Source: an optimization exercise on an open RTL-to-GDS flow (aim: a short achievable clock period and few clock cycles). Production flows keep margins and buffers that such runs may drop.
At most, simulation tests tie the RTL to the original design; equivalence was not proved.
The RTL of run 1 was laid out without a check of its function.
Power and IR drop assume default switching activity.

### flow/run.sh
#!/bin/bash
# Own layout flow: the standard ORFS flow (standard.sh, unchanged synthesis), run with
# repair_timing asked for extra setup slack (SETUP_SLACK_MARGIN) so that it optimises the
# paths towards a short clock period. The SDC, clock period and I/O constraints are unchanged.
# make's full output goes to flow_standard.log; ORFS's per-step logs stay under orfs/logs.
set -euo pipefail
MARGIN=$(cat flow/margin.txt)
bash standard.sh SETUP_SLACK_MARGIN="$MARGIN" finish > flow_standard.log 2>&1
### flow/margin.txt
21
### standard.sh
#!/bin/bash
# synth_recipe.tcl (not shown) runs the flow's synth.tcl, then flattens the netlist and writes it again
# the make line also repeats each setting of config.mk as NAME=value (left out here)
make -C /OpenROAD-flow-scripts/flow DESIGN_CONFIG=/design/flow/config.mk WORK_HOME=/design/flow/orfs CLKGATE_MAP_FILE= SYNTH_SCRIPT=/design/flow/synth_recipe.tcl "${@:-finish}"
### config.mk
export PLATFORM = sky130hd
export DESIGN_NAME = cpu
export DESIGN_NICKNAME = cpu
export VERILOG_FILES = /design/flow/design.v
export SDC_FILE = /design/flow/constraint.sdc
export NUM_CORES = 4
export LEC_CHECK = 0
export ABC_CLOCK_PERIOD_IN_PS = 5000
export CAP_MARGIN = 20
export CORE_MARGIN = 2
export CORE_UTILIZATION = 40
export SLEW_MARGIN = 20
### constraint.sdc
create_clock -name core_clock -period 28.0 [get_ports {clk}]
set_input_delay 5.6000 -clock core_clock [delete_from_list [all_inputs] [get_ports {clk}]]
set_output_delay 5.6000 -clock core_clock [all_outputs]
set_load 0.01 [all_outputs]
### design.v
module cpu (
  input clk,
  input reset,  
  input wire [31:0] data_o,  
  output mem_we,  
  output [1:0] mem_size,
  output [31:0] addr, data_i
);
  parameter BTB_BITS = 4;  
  parameter [1:0] INIT_CTR = 2'b10;
  localparam NB = 1 << BTB_BITS;
  parameter TAGW = 8;   
  localparam TGTW = 12;  
  reg [31:0] addr_q;    
  reg        we_q;      
  reg [1:0]  size_q;
  reg [31:0] wdata_q;
  reg        mem_q;     
  reg        ld_q;      
  reg [4:0]  ldrd_q;    
  reg [2:0]  ldf3_q;
  reg [31:0] npc_q;     
  reg        lw_q;      
  reg [31:0] lwdata_q;
  reg [31:0] ir_q;      
  reg [31:0] irpc_q;    
  reg        irv_q;     
  reg        irpred_q;  
  reg        halt_q;    
  assign addr = addr_q;
  assign mem_we = we_q;
  assign mem_size = size_q;
  assign data_i = wdata_q;
  reg [NB-1:0]   bv;
  reg [TAGW-1:0] btag [0:NB-1];
  reg [TGTW-1:0] btgt [0:NB-1];
  reg [1:0]      bctr [0:NB-1];  
  wire [BTB_BITS-1:0] fidx = addr_q[BTB_BITS+1:2];
  wire fhit = bv[fidx] && bctr[fidx][1] && (btag[fidx] == addr_q[BTB_BITS+TAGW+1:BTB_BITS+2]);
  wire [31:0] fpc4 = addr_q + 32'd4;
  wire [31:0] pred_next = fhit ? {addr_q[31:TGTW+2], btgt[fidx], 2'b00} : fpc4;
  wire [31:0] ir = ir_q;
  wire [4:0] op = ir[6:2];
  wire [2:0] f3 = ir[14:12];
  wire [4:0] rs1 = ir[19:15];
  wire [4:0] rs2 = ir[24:20];
  wire [4:0] rd = ir[11:7];
  wire is_lui   = op == 5'b01101;
  wire is_auipc = op == 5'b00101;
  wire is_jal   = op == 5'b11011;
  wire is_jalr  = op == 5'b11001;
  wire is_br    = op == 5'b11000;
  wire is_ld    = op == 5'b00000;
  wire is_st    = op == 5'b01000;
  wire is_opi   = op == 5'b00100;
  wire is_op    = op == 5'b01100;
  wire is_sys   = op == 5'b11100;
  wire [31:0] immI = {{20{ir[31]}}, ir[31:20]};
  wire [31:0] immS = {{20{ir[31]}}, ir[31:25], ir[11:7]};
  wire [31:0] immB = {{19{ir[31]}}, ir[31], ir[7], ir[30:25], ir[11:8], 1'b0};
  wire [31:0] immU = {ir[31:12], 12'b0};
  wire [31:0] immJ = {{11{ir[31]}}, ir[31], ir[19:12], ir[20], ir[30:21], 1'b0};
  wire ev = irv_q & ~mem_q & ~halt_q;  
  reg [31:0] lv;  
  always @(*) begin
    case (ldf3_q)
      3'b000: lv = {{24{lwdata_q[7]}}, lwdata_q[7:0]};
      3'b001: lv = {{16{lwdata_q[15]}}, lwdata_q[15:0]};
      3'b100: lv = {24'b0, lwdata_q[7:0]};
      3'b101: lv = {16'b0, lwdata_q[15:0]};
      default: lv = lwdata_q;
    endcase
  end
  wire [32*32-1:0] rfw;
  wire weE;
  wire [31:0] resE;
  assign rfw[31:0] = 32'b0;
  genvar gi;
  generate
    for (gi = 1; gi < 32; gi = gi + 1) begin : g_rf
      reg [31:0] r;
      always @(posedge clk) begin
        if (weE && rd == gi) r <= resE;
        else if (lw_q && ldrd_q == gi) r <= lv;
      end
      assign rfw[gi*32 +: 32] = r;
    end
  endgenerate
  wire [31:0] rf1 = rfw[rs1*32 +: 32];
  wire [31:0] rf2 = rfw[rs2*32 +: 32];
  wire byp1 = lw_q && ldrd_q == rs1 && rs1 != 5'd0;
  wire byp2 = lw_q && ldrd_q == rs2 && rs2 != 5'd0;
  wire [31:0] rs1v = byp1 ? lv : rf1;
  wire [31:0] rs2v = byp2 ? lv : rf2;
  wire [31:0] a = rs1v;
  wire [31:0] b = is_op ? rs2v : (is_st ? immS : immI);
  wire [31:0] sum = a + b;
  wire [31:0] diff = a - b;
  wire signed [31:0] as = a;
  wire signed [31:0] bs = b;
  wire slt = as < bs;
  wire sltu = a < b;
  wire [4:0] sh = b[4:0];
  wire [31:0] sra = as >>> sh;
  reg [31:0] alu;
  always @(*) begin
    case (f3)
      3'd0: alu = (is_op & ir[30]) ? diff : sum;
      3'd1: alu = a << sh;
      3'd2: alu = {31'b0, slt};
      3'd3: alu = {31'b0, sltu};
      3'd4: alu = a ^ b;
      3'd5: alu = ir[30] ? sra : (a >> sh);
      3'd6: alu = a | b;
      default: alu = a & b;
    endcase
  end
  wire [31:0] pc4 = irpc_q + 32'd4;
  wire [31:0] pcimm = irpc_q + (is_jal ? immJ : is_br ? immB : immU);
  assign resE = is_lui ? immU : is_auipc ? pcimm : (is_jal | is_jalr) ? pc4 : alu;
  assign weE = ev & (is_lui | is_auipc | is_jal | is_jalr | is_op | is_opi) & (rd != 5'd0);
  wire beq = rs1v == rs2v;
  wire signed [31:0] rs1s = rs1v;
  wire signed [31:0] rs2s = rs2v;
  wire blt = rs1s < rs2s;
  wire bltu = rs1v < rs2v;
  reg cond;
  always @(*) begin
    case (f3)
      3'b000: cond = beq;
      3'b001: cond = ~beq;
      3'b100: cond = blt;
      3'b101: cond = ~blt;
      3'b110: cond = bltu;
      default: cond = ~bltu;
    endcase
  end
  wire taken = is_jal | is_jalr | (is_br & cond);
  wire [31:0] target = is_jalr ? sum : pcimm;
  wire [31:0] actual_next = taken ? target : pc4;
  wire mispred = taken ? (target != addr_q) : irpred_q;
  wire [31:0] fw = {data_o[7:0], data_o[15:8], data_o[23:16], data_o[31:24]};
  always @(posedge clk) begin
    if (reset) begin
      addr_q <= 32'b0;
      we_q <= 1'b0;
      mem_q <= 1'b0;
      ld_q <= 1'b0;
      lw_q <= 1'b0;
      irv_q <= 1'b0;
      halt_q <= 1'b0;
    end else if (halt_q) begin
      we_q <= 1'b0;
      lw_q <= 1'b0;
    end else if (mem_q) begin
      we_q <= 1'b0;
      mem_q <= 1'b0;
      ld_q <= 1'b0;
      addr_q <= npc_q;
      lw_q <= ld_q;
      lwdata_q <= data_o;
    end else begin
      lw_q <= 1'b0;
      if (ev && is_sys) begin
        halt_q <= 1'b1;
        irv_q <= 1'b0;
      end else if (ev && (is_ld || is_st)) begin
        mem_q <= 1'b1;
        ld_q <= is_ld;
        we_q <= is_st & ~(f3[1] & f3[0]);
        size_q <= f3[1:0];
        wdata_q <= rs2v;
        addr_q <= sum;
        ldrd_q <= rd;
        ldf3_q <= f3;
        if (mispred) begin
          irv_q <= 1'b0;
          npc_q <= pc4;
        end else begin
          ir_q <= fw;
          irpc_q <= addr_q;
          irv_q <= 1'b1;
          irpred_q <= fhit;
          npc_q <= pred_next;
        end
      end else if (ev && mispred) begin
        irv_q <= 1'b0;
        addr_q <= actual_next;
      end else begin
        ir_q <= fw;
        irpc_q <= addr_q;
        irv_q <= 1'b1;
        irpred_q <= fhit;
        addr_q <= pred_next;
      end
    end
  end
  wire [BTB_BITS-1:0] eidx = irpc_q[BTB_BITS+1:2];
  wire ehit = bv[eidx] && (btag[eidx] == irpc_q[BTB_BITS+TAGW+1:BTB_BITS+2]);
  wire ectl = is_br | is_jal | is_jalr;
  wire [1:0] ectr = bctr[eidx];
  always @(posedge clk) begin
    if (reset) begin
      bv <= {NB{1'b0}};
    end else if (ev && !mem_q && !halt_q) begin
      if (ectl && taken) begin
        bv[eidx] <= 1'b1;
        btag[eidx] <= irpc_q[BTB_BITS+TAGW+1:BTB_BITS+2];
        btgt[eidx] <= target[TGTW+1:2];
        bctr[eidx] <= !ehit ? INIT_CTR : (ectr == 2'b11) ? 2'b11 : ectr + 2'b01;
      end else if (ectl && ehit) begin
        bctr[eidx] <= (ectr == 2'b00) ? 2'b00 : ectr - 2'b01;
      end else if (!ectl && irpred_q) begin
        bv[eidx] <= 1'b0;
      end
    end
  end
endmodule
==> impl_metrics.env, run 1 <==
export IMPL_arrival_ns=1.66
export IMPL_die_w_um=500.2
export IMPL_antenna_found_initial=37
export IMPL_yosys_warnings=1
export IMPL_p_per_area_mw_per_mm2=61.04
export IMPL_fin_nets=9177
export IMPL_place_congestion=1.081
export IMPL_cts_max_level=4
export IMPL_synth_edf_count=1511
export IMPL_dieArea_mm2=0.2502
export IMPL_critical_path_depth=1
export IMPL_yosys_area_top_type_share_pct=46.07
export IMPL_yosys_top_cells_area="edfxtp_1 46%, mux4_2 14%, a21oi_1 4.4%, nand2_1 3.5%, nor2_1 3.4%"
export IMPL_cts_tree="done"
export IMPL_track_usage_pct=36.67
export IMPL_dr_pass1_iters=8
export IMPL_grt_max_degree=62
export IMPL_ys_seq_area_share_pct=47.33
export IMPL_synth_area_mm2=0.09849
export IMPL_synth_flop_cell="edfxtp_1"
export IMPL_drt_iter0_markers=15600
export IMPL_clockBufferDepth=3
export IMPL_crit_fanout=1
export IMPL_r2r_start="ir_q[17]$_DFFE_PP_"
export IMPL_synthesis_nets=9036
export IMPL_drv_cap=0
export IMPL_vdd_drop_max_mv=0.06523
export IMPL_synth_seq_cells=1573
export IMPL_max_freq_ghz=0.1376
export IMPL_leakage_nw=41.14
export IMPL_ioPinCount=101
export IMPL_syn_inst=8835
export IMPL_hold_viol_final=0
export IMPL_path_buf_inv=1
export IMPL_ant_nets=0
export IMPL_crit_required_ns=22.40
export IMPL_clk_pin_slew_ns=0.07
export IMPL_setup_viol=0
export IMPL_cp_end_kind="primary output"
export IMPL_layout_common_cells="1511 x edfxtp_1, 892 x nand2_1, 835 x nor2_1"
export IMPL_slew_viol_final=0
export IMPL_syn_avg_cell_area_um2=11.15
export IMPL_cts_hold_buf=0
export IMPL_crit_end="data_i[9]"
export IMPL_ys_async_sr_fraction_pct=0
export IMPL_layout_setup_ws_ns=20.74
export IMPL_clock_sinks=1573
export IMPL_fin_worst_skew_ns=0.1020
export IMPL_drc=0
export IMPL_crit_start="wdata_q[9]$_DFFE_PP_"
export IMPL_dr_total_vias=85950
export IMPL_cts_root_buf="clkbuf_16"
export IMPL_area_delta_synth_final_pct=19.13
export IMPL_period_share_pct=25.95
export IMPL_dp_cells=11630
export IMPL_initial_core_util_pct=40.12
export IMPL_wirelength_um=477300
export IMPL_regToRegEndpoint="bctr[11][1]$_DFFE_PP_"
export IMPL_synth_area_leader_cell="edfxtp_1"
export IMPL_ys_types=111
export IMPL_crit_type="flop to primary output"
export IMPL_post_drt_via_cell_ratio=6.958
export IMPL_hold_path_class="flop to flop"
export IMPL_slowest_delay_ns=0.59
export IMPL_finalSetupTns_ns=0
export IMPL_cts_buffers=177
export IMPL_clock_latency_ns=0.90
export IMPL_cp_slowest_cell="edfxtp_1"
export IMPL_startpoint_type="flop"
export IMPL_hpwl_um=289900
export IMPL_cp_top_family="flip-flops"
export IMPL_grt_pass1_vias=80160
export IMPL_run_status="complete, no violations"
export IMPL_overflow=0
export IMPL_fin_crit_ns=7.265
export IMPL_die_y_um=500.2
export IMPL_wire_per_inst_um=38.64
export IMPL_tightest_slew_ns=1.320
export IMPL_reg2reg_depth=22
export IMPL_crit_path_cell_trace="buf_6"
export IMPL_reg2reg_setup_slack_ns=20.90
export IMPL_core_area_mm2=0.2455
export IMPL_grt_pass1_wl_um=643700
export IMPL_io_buffers=100
export IMPL_stdcell_count=12350
export IMPL_place_worst_setup_slack_ns=17.07
export IMPL_placement_rows=182
export IMPL_relSlewSlack_pct=11.67
export IMPL_layout_commonest_cell="edfxtp_1"
export IMPL_drive_gt1_share_pct=26.42
export IMPL_fill_cells=21680
export IMPL_rsz0062_at_grt="true"
==> synth_stat cells, types with 32 or more instances <==
master    number
edfxtp_1    1511
nand2_1      907
nor2_1       897
a21oi_1      859
o21ai_0      641
mux4_2       622
clkbuf_1     587
mux2i_1      298
ha_1         164
inv_1        164
buf_2        155
mux2_2       141
xnor2_1      119
nor3_1       114
nand3_1      105
buf_1         81
a22oi_1       74
a21o_1        71
o31ai_1       71
a211oi_1      67
o211ai_1      67
xor2_1        65
dfxtp_1       62
and3_1        58
nand4_1       54
a22o_1        51
nor2b_1       51
o22ai_1       50
a221oi_1      44
nand2b_1      37
buf_4         36
a31oi_1       33
nor4_1        33
o21ai_1       33
and2_1        32
==> worst min-delay path, cell delays in order, from the launching register on <==
cell and delay [ns]:
dfxtp_1 0.32, nand2_1 0.06, mux2i_1 0.06
==> per-layer routing <==
layer	share of wire (%)	vias up	GRT usage, %
met1	33	42190	44.72
met3	15	1955	12.98
met4	9.3	32	26.98
met5	0.047	-	0
met2	42	7727	53.56
li1	-	34040	-
==> power breakdown <==
part	total [mW]	internal (mW)	switching, mW
clock	2.43	1.37	1.06
combinational	2.10	0.751	1.35
sequential	2.63	2.60	0.0390
total	7.16	4.72	2.44
==> through the flow <==
| step | hold WS [ns] | cell area (um2) | total power [mW] | utilization [%] |
|---|---|---|---|---|
| floorplan | 0.4244 | 98660 | 3.652 | - |
| global placement | 0.4568 | 103400 | 4.295 | 42.11 |
| detailed placement | 0.4612 | 103400 | 4.293 | 42.12 |
| CTS | 0.4779 | 114800 | 6.921 | 46.78 |
| global route | 0.4933 | 117300 | 7.260 | 47.78 |
| finish | 0.4764 | 117300 | 7.161 | 47.80 |
==> worst min path at each step <==
stage	startpoint	end	cells past startpoint
after CTS	npc_q[11]$_DFFE_PP_	addr_q[11]$_SDFFE_PP0P_	1
after detailed placement	npc_q[11]$_DFFE_PP_	addr_q[11]$_SDFFE_PP0P_	1
after floorplan	ir_q[9]$_DFFE_PP_	ldrd_q[2]$_DFFE_PP_	0
final	flop	flop	2
after global placement	flop	flop	2
after global routing	flop	flop	2
==> layout make-up <==
cell class	instances	area (um2)	share of cell area [%]
antenna	15	37.54	0.03199
tap	3220	4029	3.434
multi-input combinational	6228	50920	43.40
clock inverter	96	1219	1.039
inverter	171	680.7	0.5801
timing repair buffer	825	9026	7.693
sequential	1573	46730	39.83
clock buffer	225	4692	3.999
==> sequential cells by signal (all words and copies together) (netlist names), named ones only <==
register,count
lwdata_q,32
addr_q,32
irpc_q,32
npc_q,32
irpred_q,1
mem_q,1
ir_q,30
irv_q,1
btag,128
ldrd_q,5
we_q,1
ld_q,1
g_rf.r,992
lw_q,1
halt_q,1
bctr,32
ldf3_q,3
btgt,192
wdata_q,32
==> cell families after synthesis <==
logic type,count (synthesis),synth area share [%]
buf+inv,1057,4.514
compound gates,2381,14.83
mux,1064,18.92
simple gates,2407,10.58
flops,1573,47.33
fa+ha+maj,167,2.144
xor+xnor,186,1.682
==> repair_timing <==
action | 4_1_cts | 5_1_grt
gates cloned | 62 | 27
resized for setup | 872 | 206
setup buffers | 165 | 127
pin swaps | 55 | 83
endpoints found under the setup margin | 1784 | 1038
hold endpoints to repair | 0 | 0
==> inputs of run 2 (changes only) <==
--- a/design.v
+++ b/design.v
@@ -9,6 +9,4 @@
   parameter BTB_BITS = 4;  
-  parameter [1:0] INIT_CTR = 2'b10;
   localparam NB = 1 << BTB_BITS;
-  parameter TAGW = 8;   
-  localparam TGTW = 12;  
+  localparam TAGW = 30 - BTB_BITS;
   reg [31:0] addr_q;    
@@ -35,8 +33,7 @@
   reg [TAGW-1:0] btag [0:NB-1];
-  reg [TGTW-1:0] btgt [0:NB-1];
-  reg [1:0]      bctr [0:NB-1];  
+  reg [29:0]     btgt [0:NB-1];
   wire [BTB_BITS-1:0] fidx = addr_q[BTB_BITS+1:2];
-  wire fhit = bv[fidx] && bctr[fidx][1] && (btag[fidx] == addr_q[BTB_BITS+TAGW+1:BTB_BITS+2]);
+  wire fhit = bv[fidx] && (btag[fidx] == addr_q[31:BTB_BITS+2]);
   wire [31:0] fpc4 = addr_q + 32'd4;
-  wire [31:0] pred_next = fhit ? {addr_q[31:TGTW+2], btgt[fidx], 2'b00} : fpc4;
+  wire [31:0] pred_next = fhit ? {btgt[fidx], 2'b00} : fpc4;
   wire [31:0] ir = ir_q;
@@ -198,5 +195,2 @@
   wire [BTB_BITS-1:0] eidx = irpc_q[BTB_BITS+1:2];
-  wire ehit = bv[eidx] && (btag[eidx] == irpc_q[BTB_BITS+TAGW+1:BTB_BITS+2]);
-  wire ectl = is_br | is_jal | is_jalr;
-  wire [1:0] ectr = bctr[eidx];
   always @(posedge clk) begin
@@ -204,11 +198,8 @@
       bv <= {NB{1'b0}};
-    end else if (ev && !mem_q && !halt_q) begin
-      if (ectl && taken) begin
+    end else if (ev && !is_sys) begin
+      if (taken) begin
         bv[eidx] <= 1'b1;
-        btag[eidx] <= irpc_q[BTB_BITS+TAGW+1:BTB_BITS+2];
-        btgt[eidx] <= target[TGTW+1:2];
-        bctr[eidx] <= !ehit ? INIT_CTR : (ectr == 2'b11) ? 2'b11 : ectr + 2'b01;
-      end else if (ectl && ehit) begin
-        bctr[eidx] <= (ectr == 2'b00) ? 2'b00 : ectr - 2'b01;
-      end else if (!ectl && irpred_q) begin
+        btag[eidx] <= irpc_q[31:BTB_BITS+2];
+        btgt[eidx] <= target[31:2];
+      end else if (irpred_q) begin
         bv[eidx] <= 1'b0;
==> run.sh (new file) <==
#!/bin/bash
# synth_recipe.tcl (not shown) runs the flow's synth.tcl, then flattens the netlist and writes it again
# the make line also repeats each setting of config.mk as NAME=value (left out here)
make -C /OpenROAD-flow-scripts/flow DESIGN_CONFIG=/design/flow/config.mk WORK_HOME=/design/flow/orfs CLKGATE_MAP_FILE= SYNTH_SCRIPT=/design/flow/synth_recipe.tcl finish
--- a/config.mk
+++ b/config.mk
@@ -7,3 +7,2 @@
 export LEC_CHECK = 0
-export ABC_CLOCK_PERIOD_IN_PS = 5000
 export CAP_MARGIN = 20
removed: flow/run.sh
removed: flow/margin.txt
removed: standard.sh
==> run 2 against run 1 <==
- design area up 11%
- first-iteration DRC count decreased by 9.6%
- clock power up 26%
- maximum frequency shrank 34%
- final cell count increased by 9.2%
- clock skew increased by 0.0033 ns
- routed wire length is 2.5% higher
- largest cell class is now flip-flops and latches
- highest routed layer unchanged
==> impl_metrics.env, run 2 <==
export IMPL_run_status="complete, no violations"
export IMPL_placement_rows=198
export IMPL_cts_setup_buffers=0
export IMPL_ys_seq_area_share_pct=53.67
export IMPL_synth_seq_cells=2113
export IMPL_regArea_mm2=0.06289
export IMPL_tightest_slew_ns=1.301
export IMPL_path_buf_inv=8
export IMPL_clk_pin_slew_ns=0.06
export IMPL_p_per_area_mw_per_mm2=65.31
export IMPL_setup_viol=0
export IMPL_overflow=0
export IMPL_slew_viol_final=0
export IMPL_yosys_area_top_type_share_pct=52.68
export IMPL_arrival_ns=11.53
export IMPL_antenna_found_initial=20
export IMPL_clockBufferDepth=4
export IMPL_die_w_um=545.2
export IMPL_slowest_delay_ns=0.81
export IMPL_cts_tree="done"
export IMPL_initial_core_util_pct=40.24
export IMPL_largest_register_ffs=992
export IMPL_drt_iter0_markers=14100
export IMPL_placed_cell_area_mm2=0.1234
export IMPL_relSlewSlack_pct=12.52
export IMPL_cts_root_buf="clkbuf_16"
export IMPL_rsz0062_at_grt="false"
export IMPL_drc=0
export IMPL_yosys_top_cells_count="2055 x edfxtp_1, 952 x nor2_1, 919 x a21oi_1"
export IMPL_hpwl_um=319100
export IMPL_syn_inst=9572
export IMPL_dp_cells=13060
export IMPL_track_usage_pct=31.97
export IMPL_stdcell_count=13490
export IMPL_cts_hold_buf=0
export IMPL_yosys_top_cells_area="edfxtp_1 53%, mux4_2 13%, a21oi_1 3.9%, mux2i_1 3.8%, nor2_1 3.1%"
export IMPL_reg2reg_setup_slack_ns=16.99
export IMPL_cts_resized=0
export IMPL_cts_max_level=4
export IMPL_fin_total_pwr_mw=8.539
export IMPL_io_buffers=100
export IMPL_max_flop_register="g_rf.r"
export IMPL_top_regs="g_rf.r x992, btgt x480, btag x416"
export IMPL_postLayoutCoreUtil_pct=44.92
export IMPL_clock_sinks=2113
export IMPL_crit_top_cell="buf_4"
export IMPL_multi_input_area_mm2=0.05084
export IMPL_layout_common_cells="2055 x edfxtp_1, 920 x nor2_1, 912 x a21oi_1"
export IMPL_ys_async_sr_fraction_pct=0
export IMPL_synth_area_mm2=0.1171
export IMPL_period_share_pct=39.34
export IMPL_crit_type="flop to flop"
export IMPL_crit_required_ns=28.51
export IMPL_synth_edf_count=2055
export IMPL_ioPinCount=101
export IMPL_max_freq_ghz=0.09079
export IMPL_grt_pass1_wl_um=676400
export IMPL_die_y_um=545.2
export IMPL_ant_nets=0
export IMPL_wirelength_um=489100
export IMPL_core_area_mm2=0.2911
export IMPL_yosys_warnings=1
export IMPL_hold_path_class="flop to flop"
export IMPL_vdd_drop_max_mv=0.06127
export IMPL_grt_pass1_vias=84700
export IMPL_drv_cap=0
export IMPL_cts_buffers=227
export IMPL_ys_types=102
export IMPL_synthesis_nets=9773
export IMPL_grt_max_degree=112
export IMPL_place_congestion=1.008
export IMPL_synth_most_common_cell="edfxtp_1"
export IMPL_area_delta_synth_final_pct=11.62
export IMPL_dieArea_mm2=0.2972
export IMPL_leakage_nw=45.07
export IMPL_cp_slowest_cell="buf_4"
export IMPL_cp_end_kind="flop"
export IMPL_clock_latency_ns=0.96
export IMPL_dr_pass1_iters=9
export IMPL_synth_area_leader_cell="edfxtp_1"
export IMPL_finalSetupTns_ns=0
export IMPL_final_area_mm2=0.1308
export IMPL_fin_crit_ns=11.02
export IMPL_drive_gt1_share_pct=18.36
export IMPL_cp_top_family="buffers and inverters"
export IMPL_fill_cells=26030
export IMPL_post_drt_via_cell_ratio=6.599
export IMPL_dr_total_vias=88980
export IMPL_layout_setup_ws_ns=16.99
export IMPL_crit_fanout=98
export IMPL_whs_ns=0.4933
export IMPL_place_worst_setup_slack_ns=17.49
export IMPL_startpoint_type="flop"
export IMPL_fin_nets=9593
export IMPL_hold_viol_final=0
export IMPL_synth_flop_cell="edfxtp_1"
export IMPL_syn_avg_cell_area_um2=12.24
export IMPL_layout_commonest_cell="edfxtp_1"
export IMPL_fin_worst_skew_ns=0.1053
export IMPL_wire_per_inst_um=36.27
[run 2: cell count changes in the layout (fill, tap and decap cells not counted), moves of 64 or more]
| cell | previous run | this run |
|---|---|---|
| clkdlybuf4s50_1 | 33 | 100 |
| mux4_2 | 622 | 686 |
| a21oi_1 | 815 | 912 |
| edfxtp_1 | 1511 | 2055 |
| mux2i_1 | 274 | 450 |
| nor2_1 | 835 | 920 |
| buf_4 | 539 | 388 |
[run 2: where the power goes]
group	leakage [nW]	switching, mW	internal, mW
sequential	19.1	0.0572	3.53
combinational	22.4	1.30	0.605
clock	3.59	1.33	1.72
[run 2: final cells by class]
| type | count | area share (%) |
|---|---|---|
| sequential | 2113 | 48.09 |
| multi-input combinational | 6382 | 38.88 |
| clock buffer | 271 | 4.535 |
| tap | 3900 | 3.732 |
| timing repair buffer | 501 | 3.185 |
| clock inverter | 145 | 1.084 |
| inverter | 167 | 0.4794 |
| antenna | 6 | 0.01148 |
[run 2: path summary, 6_finish.rpt]
kind / start / end / cells after the start
worst max-delay path: ir_q[16]$_DFFE_PP_ / irpc_q[6]$_DFFE_PP_ / 25
worst min-delay path: npc_q[27]$_DFFE_PP_ / addr_q[27]$_SDFFE_PP0P_ / 2
worst max register to register: ir_q[16]$_DFFE_PP_ / irpc_q[6]$_DFFE_PP_ / 25
worst min register to register: npc_q[27]$_DFFE_PP_ / addr_q[27]$_SDFFE_PP0P_ / 2
[run 2: per-layer routing]
layer	up-vias	global-route usage, %	part of all wire [%]
met5	-	0	0.030
met2	6472	50.30	45
met1	44640	39.29	35
met3	1616	7.315	11
li1	36240	-	-
met4	20	21.59	8.4
[run 2: cells by family after synthesis]
| logic type | after synthesis | share of synthesized area, % |
|---|---|---|
| compound gates | 2374 | 12.24 |
| xor+xnor | 197 | 1.508 |
| fa+ha+maj | 167 | 1.803 |
| buf+inv | 1077 | 3.748 |
| flops | 2113 | 53.67 |
| mux | 1288 | 18.50 |
| simple gates | 2356 | 8.534 |
[run 2: worst min-delay path: stages (launching register included)]
cell,delay [ns]
edfxtp_1,0.33
a222oi_1,0.08
o21ai_1,0.08
Testbench counts of run 2, summed over its fixed seeds: cycles 147,209.

-- afterwards: timing with drivers on the ports --
The flow's constraints put no driver on any port. The routed layouts listed below were extracted and timed again, unchanged, in two steps.
Step 1 assumes that a clkbuf_16 drives the clock port and a buf_2 every other input.
Step 2 also shifts input and output timing later by t, the mid clock arrival at the registers, as if the neighbouring blocks saw the same clock.
a / b / c = ideal / step 1 / step 2; a / b = the first two.
run	t (ns)	setup slack, ns	hold slack, ns	pins driven straight from the clock port
run 1	0.955	20.735 / 20.627 / 20.118	0.476 / 0.476 / 0.476	1
run 2	1.008	16.985 / 16.985 / 16.985	0.493 / 0.493 / 0.493	1
After both steps every run listed still meets setup and hold. The setup slack of run 1, which loses most, moves by -0.108 ns with the drivers and by -0.617 ns with both steps.
